What follows belongs to an exercise in optimizing a design on an open flow for small area and a short achievable clock period; a production flow would make more cautious choices.
In this exercise RTL edits were held to simulation tests only and were not proved equivalent to the original.
Power and IR drop assume default switching activity.

==> flow/design.v (excerpt) <==
module computing_core(
    input clk,
    input reset,
    input [31:0] data_kernel,
    input [31:0] data_in_0,
    output [31:0] data_out_0,
    output reg en,
    output reg done
    );
    reg [5:0] st;
    wire [5:0] nst = (st == 6'd46) ? 6'd23 : st + 6'd1;
    always @(posedge clk or negedge reset)
        if (!reset) st <= 6'd0;
        else st <= nst;
    reg en_n, dn_n;
    reg [5:0] wsl_n;
    reg [6:0] ysl_n;    
    always @(*) begin
        case (st)
        6'd0: en_n = 1'b1;
        6'd1: en_n = 1'b1;
        6'd2: en_n = 1'b1;
        6'd3: en_n = 1'b1;
        6'd4: en_n = 1'b1;
        6'd5: en_n = 1'b1;
        6'd6: en_n = 1'b1;
        6'd7: en_n = 1'b1;
        6'd8: en_n = 1'b0;
        6'd9: en_n = 1'b0;
        6'd10: en_n = 1'b0;
        6'd11: en_n = 1'b0;
        6'd12: en_n = 1'b0;
        6'd13: en_n = 1'b0;
        6'd14: en_n = 1'b0;
        6'd15: en_n = 1'b0;
        6'd16: en_n = 1'b0;
        6'd17: en_n = 1'b0;
        6'd18: en_n = 1'b0;
        6'd19: en_n = 1'b0;
        6'd20: en_n = 1'b0;
  ...
make LEC_CHECK=0 ABC_CLOCK_PERIOD_IN_PS=2500 CAP_MARGIN=20 CORE_MARGIN=2 CORE_UTILIZATION=50 SETUP_SLACK_MARGIN=5 SLEW_MARGIN=20 finish   # period 8.0 ns
run.sh (not shown) runs the stock make flow with config.mk's settings and CLKGATE_MAP_FILE= SYNTH_SCRIPT=/design/flow/synth_recipe.tcl, a recipe that flattens the netlist after the stock synthesis.
Then changed:
CORE_UTILIZATION = 65   (was 50)
CTS_CLUSTER_DIAMETER = 80   (was unset)
CTS_CLUSTER_SIZE = 30   (was unset)
Result: Non-clock buffer count goes down by 6; cell area falls by 5.1%; register-to-register slack loses 40 ps; routed wire length shrinks by 2.0%; via count increases by 0.42%; worst setup slack gets worse by 25 ps; first-iteration DRC count increases by 29%; power shrinks by 12%.

========
computing_core, a different RTL version from the one above (not shown whole).
Size: ~100 I/O pins.
export LEC_CHECK = 0
export ABC_CLOCK_PERIOD_IN_PS = 2500
export CAP_MARGIN = 20
export CORE_MARGIN = 2
export CORE_UTILIZATION = 65
export CTS_CLUSTER_DIAMETER = 80
export CTS_CLUSTER_SIZE = 30
export PLACE_DENSITY = 0.75
export SETUP_SLACK_MARGIN = 5
export SLEW_MARGIN = 20
create_clock -name core_clock -period 8.0 [get_ports {clk}]
standard.sh (not shown) runs the stock make flow with config.mk's settings and CLKGATE_MAP_FILE= SYNTH_SCRIPT=/design/flow/synth_recipe.tcl, a recipe that flattens the netlist after the stock synthesis.
==> flow/flow/run.sh <==
#!/bin/bash
# Own flow: the standard layout with these changes to how the layout is made:
#  - after the standard synthesis, flow/faopt.py re-chooses the polarity of the
#    full-adder cells (a full adder is self-dual) to drop most of the inverters
#    Yosys's extract_fa leaves between them; registers and other cells are kept;
#  - the port buffers are plain buffers (buf_2) instead of the delay cells
#    buffer_ports picks by default;
#  - timing repair aims at a tighter setup margin.
# Each step's full output goes to a log file in the work folder.
set -uo pipefail
R=orfs/results/sky130hd/computing_core/base
bash standard.sh synth > synth.log 2>&1 || { tail -n 50 synth.log; exit 1; }
cp $R/1_2_yosys.v $R/1_2_yosys_standard.v
python3 flow/faopt.py $R/1_2_yosys_standard.v $R/1_2_yosys.v > faopt.log 2>&1 || { tail -n 20 faopt.log; exit 1; }
rm -f $R/1_synth.odb $R/1_synth.sdc
bash standard.sh "BUFFER_PORTS_ARGS=-buffer_cell sky130_fd_sc_hd__buf_2" SETUP_SLACK_MARGIN=5.2 finish > layout.log 2>&1 || { tail -n 50 layout.log; exit 1; }
Other scripts of this flow, unchanged in this note and not shown: flow/flow/faopt.py
Change:
Settings changed: PLACE_DENSITY 0.75 to default.
After rerunning:
- total power stays flat
- routed wire length came out higher slightly
- fmax climbs by a few percent
- first-iteration DRC count goes down by a little under a tenth
- area after synthesis is unchanged
- design area barely changes
- setup slack improved by 57 ps
- utilization is about the same
- final cell count goes down slightly
- register-to-register slack improves by 60 ps
Change:
--- a/flow/flow/run.sh
+++ b/flow/flow/run.sh
@@ -14,3 +14,3 @@
 python3 flow/faopt.py $R/1_2_yosys_standard.v $R/1_2_yosys.v > faopt.log 2>&1 || { tail -n 20 faopt.log; exit 1; }
 rm -f $R/1_synth.odb $R/1_synth.sdc
-bash standard.sh "BUFFER_PORTS_ARGS=-buffer_cell sky130_fd_sc_hd__buf_2" SETUP_SLACK_MARGIN=5.2 finish > layout.log 2>&1 || { tail -n 50 layout.log; exit 1; }
+bash standard.sh "BUFFER_PORTS_ARGS=-buffer_cell sky130_fd_sc_hd__buf_2" SETUP_SLACK_MARGIN=5.25 finish > layout.log 2>&1 || { tail -n 50 layout.log; exit 1; }
What happened:
- via count increases by about 1%
- power is higher by about 2%
- worst setup slack is worse by 36 ps
- core utilization goes up by 0.81 points
- wire length came out higher by about 2.8%
- hold slack gets worse by 8.0 ps
- cell area rises by about 1.2%
- combinational power rose by about 2%
- synthesized cell count stays the same

========
## v54
computing_core again, from the RTL that the note above started with.
Settings: LEC_CHECK=0, ABC_CLOCK_PERIOD_IN_PS=2500, CAP_MARGIN=20, CORE_MARGIN=2, CORE_UTILIZATION=65, CTS_CLUSTER_DIAMETER=80, CTS_CLUSTER_SIZE=30, SETUP_SLACK_MARGIN=5, SLEW_MARGIN=20; clock period 8.0 ns.
==> flow/flow/run.sh <==
#!/bin/bash
# Own flow: the standard layout, with two changes to how the layout is made:
# the port buffers are plain buffers (buf_2) instead of the delay cells
# buffer_ports picks by default, and timing repair aims at a tighter setup margin.
# Each step's full output goes to a log file in the work folder.
set -uo pipefail
bash standard.sh synth > synth.log 2>&1 || { tail -n 50 synth.log; exit 1; }
bash standard.sh "BUFFER_PORTS_ARGS=-buffer_cell sky130_fd_sc_hd__buf_2" SETUP_SLACK_MARGIN=5.25 finish > layout.log 2>&1 || { tail -n 50 layout.log; exit 1; }
What v59 does differently from v54 at the input level:
diff --git a/flow/config.mk b/flow/config.mk
--- a/flow/config.mk
+++ b/flow/config.mk
@@ -10,3 +10,3 @@
 export CORE_MARGIN = 2
-export CORE_UTILIZATION = 65
+export CORE_UTILIZATION = 55
 export CTS_CLUSTER_DIAMETER = 80
## What came out
Looking at capture point of the worst path, the ca[94] result is from v59; the en one comes from v54.
[v59] count of cell instances traversed by the critical path rose 5 relative to v54
Changes observed in v59 relative to v54: end-of-flow core utilization decreased 10 points; setup slack decreased 14 ps.
Input-level comparison between v12 and v59:
diff --git a/flow/flow/run.sh b/flow/flow/run.sh
--- a/flow/flow/run.sh
+++ b/flow/flow/run.sh
@@ -7,2 +7,2 @@
 bash standard.sh synth > synth.log 2>&1 || { tail -n 50 synth.log; exit 1; }
-bash standard.sh "BUFFER_PORTS_ARGS=-buffer_cell sky130_fd_sc_hd__buf_2" SETUP_SLACK_MARGIN=5.25 finish > layout.log 2>&1 || { tail -n 50 layout.log; exit 1; }
+bash standard.sh "BUFFER_PORTS_ARGS=-buffer_cell sky130_fd_sc_hd__buf_2" SETUP_SLACK_MARGIN=5.2 finish > layout.log 2>&1 || { tail -n 50 layout.log; exit 1; }
diff --git a/flow/config.mk b/flow/config.mk
--- a/flow/config.mk
+++ b/flow/config.mk
@@ -8,5 +8,5 @@
 export ABC_CLOCK_PERIOD_IN_PS = 2500
-export CAP_MARGIN = 20
+export CAP_MARGIN = 5
 export CORE_MARGIN = 2
-export CORE_UTILIZATION = 55
+export CORE_UTILIZATION = 65
 export CTS_CLUSTER_DIAMETER = 80
@@ -14,2 +14,2 @@
 export SETUP_SLACK_MARGIN = 5
-export SLEW_MARGIN = 20
+export SLEW_MARGIN = 5
## What came out
v12 vs v59 — proportion of power drawn by the clock network dropped 3.0 points. Non-clock buffer count ended up 18% lower on v12 than on v59. Measured against each other, v59 and v12 differ in x dimension of the die, the lower figure coming from v12. v12 ended up with a lower final critical delay including setup and external delays than v59 did. v59 → v12: placeable core area decreased about 16%; first-pass GRT wire length dropped about 2.2%; highest achievable clock rate has increased.

========
job 101:
computing_core, a different RTL version from the one above (not shown whole).
Size in the first run: about 2600 cells after synthesis, about 100 I/O pins, ~31000 µm² of cells after synthesis.
// computing_core
module computing_core(
    input clk,
    input reset,
    input [31:0] data_kernel,
    input [31:0] data_in_0,
    output [31:0] data_out_0,
    output en,
    output reg done
    );
    reg [5:0] st;
    wire [5:0] nst = (st == 6'd46) ? 6'd23 : st + 6'd1;
    always @(posedge clk or negedge reset)
        if (!reset) st <= 6'd0;
        else st <= nst;
    reg en_n, dn_n;
    reg [5:0] wsl_n;
    reg [6:0] ysl_n;    
    always @(*) begin
        case (st)
        6'd0: en_n = 1'b1;
        6'd1: en_n = 1'b1;
        6'd2: en_n = 1'b1;
        6'd3: en_n = 1'b1;
        6'd4: en_n = 1'b1;
        6'd5: en_n = 1'b1;
        6'd6: en_n = 1'b1;
        6'd7: en_n = 1'b1;
        6'd8: en_n = 1'b0;
        6'd9: en_n = 1'b0;
        6'd10: en_n = 1'b0;
        6'd11: en_n = 1'b0;
        6'd12: en_n = 1'b0;
        6'd13: en_n = 1'b0;
        6'd14: en_n = 1'b0;
        6'd15: en_n = 1'b0;
        6'd16: en_n = 1'b0;
        6'd17: en_n = 1'b0;
        6'd18: en_n = 1'b0;
        6'd19: en_n = 1'b0;
        6'd20: en_n = 1'b0;
        6'd21: en_n = 1'b1;
        6'd22: en_n = 1'b0;
        6'd23: en_n = 1'b1;
        6'd24: en_n = 1'b1;
        6'd25: en_n = 1'b1;
        6'd26: en_n = 1'b1;
        6'd27: en_n = 1'b1;
        6'd28: en_n = 1'b1;
        6'd29: en_n = 1'b1;
        6'd30: en_n = 1'b0;
        6'd31: en_n = 1'b0;
        6'd32: en_n = 1'b0;
        6'd33: en_n = 1'b0;
        6'd34: en_n = 1'b0;
        6'd35: en_n = 1'b0;
        6'd36: en_n = 1'b0;
        6'd37: en_n = 1'b0;
        6'd38: en_n = 1'b0;
        6'd39: en_n = 1'b0;
        6'd40: en_n = 1'b0;
        6'd41: en_n = 1'b0;
        6'd42: en_n = 1'b0;
        6'd43: en_n = 1'b0;
  ...
export LEC_CHECK = 0
export ABC_CLOCK_PERIOD_IN_PS = 2500
export CAP_MARGIN = 20
export CORE_MARGIN = 2
export CORE_UTILIZATION = 75
export CTS_CLUSTER_DIAMETER = 80
export CTS_CLUSTER_SIZE = 30
export SETUP_SLACK_MARGIN = 5
export SLEW_MARGIN = 20
create_clock -name core_clock -period 8.0 [get_ports {clk}]
==> flow/flow/run.sh <==
#!/bin/bash
# Own flow: the standard layout, with two changes to how the layout is made:
# the port buffers are plain buffers (buf_2) instead of the delay cells
# buffer_ports picks by default, and timing repair aims at a tighter setup margin.
# Each step's full output goes to a log file in the work folder.
set -uo pipefail
bash standard.sh synth > synth.log 2>&1 || { tail -n 50 synth.log; exit 1; }
bash standard.sh "BUFFER_PORTS_ARGS=-buffer_cell sky130_fd_sc_hd__buf_2" SETUP_SLACK_MARGIN=5.25 finish > layout.log 2>&1 || { tail -n 50 layout.log; exit 1; }
Job 101 finished all stages; the layout is clean.
What job 102 does differently from job 101 at the input level:
Settings: a change of CORE_UTILIZATION from 75 to 65.
==> notes.md <==
Detailed-routing wirelength on met1 of job 102 exceeds that of job 101 by a few percent. Compared with job 101, placement density in the core of job 102 is lower. Number of clock buffers in the layout ended up 4 higher on job 102 than on job 101. Job 102 vs. job 101: final design instance area without fill saw an increase; final number of max-transition violations saw little to no change; antenna diode count saw an increase; worst setup slack after layout saw an increase; placed standard-cell area saw little to no change. Area of all sequential standard cells essentially unchanged between job 101 and job 102. Per the comparison of job 102 with job 101, switching power total down about 2.3%, power down 1.2%.
Input-level comparison between job 103 and job 102:
==> flow/run.sh (new file) <==
#!/bin/bash
# synth_recipe.tcl (not shown) runs the flow's synth.tcl, then flattens the netlist and writes it again
# the make line also repeats each setting of config.mk as NAME=value (left out here)
make -C /OpenROAD-flow-scripts/flow DESIGN_CONFIG=/design/flow/config.mk WORK_HOME=/design/flow/orfs CLKGATE_MAP_FILE= SYNTH_SCRIPT=/design/flow/synth_recipe.tcl finish
removed: flow/flow/run.sh
removed: flow/standard.sh
### Flow results
Job 103 was carried through to the last stage, and its layout satisfied the timing, DRC and antenna checks.
Job 102 completed every stage of the flow, and the final layout passed the timing, DRC and antenna checks.
In the reports for job 102 and job 103, the smaller path depth of the worst reg2reg path belongs to job 103.
Of the two values seen for library cell contributing the largest single delay on the critical path, dfrtp_1 was produced by job 102 and dfxtp_1 by job 103.
Between job 102 and job 103, the critical path depth is lower for job 102.
Buffer count excluding the clock tree in the final layout was higher in the run labelled job 102.
| final-layout clock-cell area share | job 103 vs job 102 | 0.54 points higher |

## separate check: timing with driven ports
Ports are ideal in the flow. The routed layouts listed here were re-timed in OpenROAD. Step 1 sets driving cells, clkbuf_16 on the clock port and buf_2 on the other inputs (assumed; they add their load-dependent delay and slew). Step 2 adds t to the input delays and takes it off the output delays; t is the mean of the earliest and latest rising clock arrival at the registers after step 1. Input paths then give back, and output paths get back, about the clock's delay inside the block. Slacks: no drivers / after step 1 / after step 2; pairs: no drivers / after step 1.
| run | shift t [ns] | setup slack, ns | hold WS [ns] | worst setup path at the end |
|---|---|---|---|---|
| the first run of note 1 | 0.680 | 5.129 / 5.068 / 4.785 | 0.325 / 0.325 / 0.325 | input to register |
| the second run of note 1 | 0.675 | 5.104 / 5.069 / 4.665 | 0.334 / 0.334 / 0.334 | input to register |
| the first run of note 2 | 0.653 | 5.179 / 5.179 / 5.095 | 0.335 / 0.335 / 0.335 | input to register |
| the second run of note 2 | 0.643 | 5.236 / 5.215 / 5.149 | 0.336 / 0.336 / 0.336 | input to register |
| the third run of note 2 | 0.649 | 5.200 / 5.200 / 4.908 | 0.328 / 0.328 / 0.328 | input to register |
| v54 | 0.673 | 5.242 / 5.182 / 5.124 | 0.331 / 0.331 / 0.331 | input to register |
| v59 | 0.637 | 5.228 / 5.228 / 5.154 | 0.327 / 0.327 / 0.327 | input to register |
| v12 | 0.667 | 5.240 / 5.178 / 5.148 | 0.335 / 0.335 / 0.335 | input to register |
| job 101 | 0.665 | 5.242 / 5.184 / 5.171 | 0.336 / 0.336 / 0.336 | input to register |
| job 102 | 0.662 | 5.259 / 5.200 / 5.176 | 0.337 / 0.337 / 0.337 | input to register |
| job 103 | 0.628 | 5.083 / 5.083 / 4.749 | 0.328 / 0.328 / 0.328 | input to register |
After both steps every run listed still meets setup and hold. For the second run of note 1, which loses most, drivers alone change the setup slack by -0.035 ns; drivers and shift together by -0.439 ns.
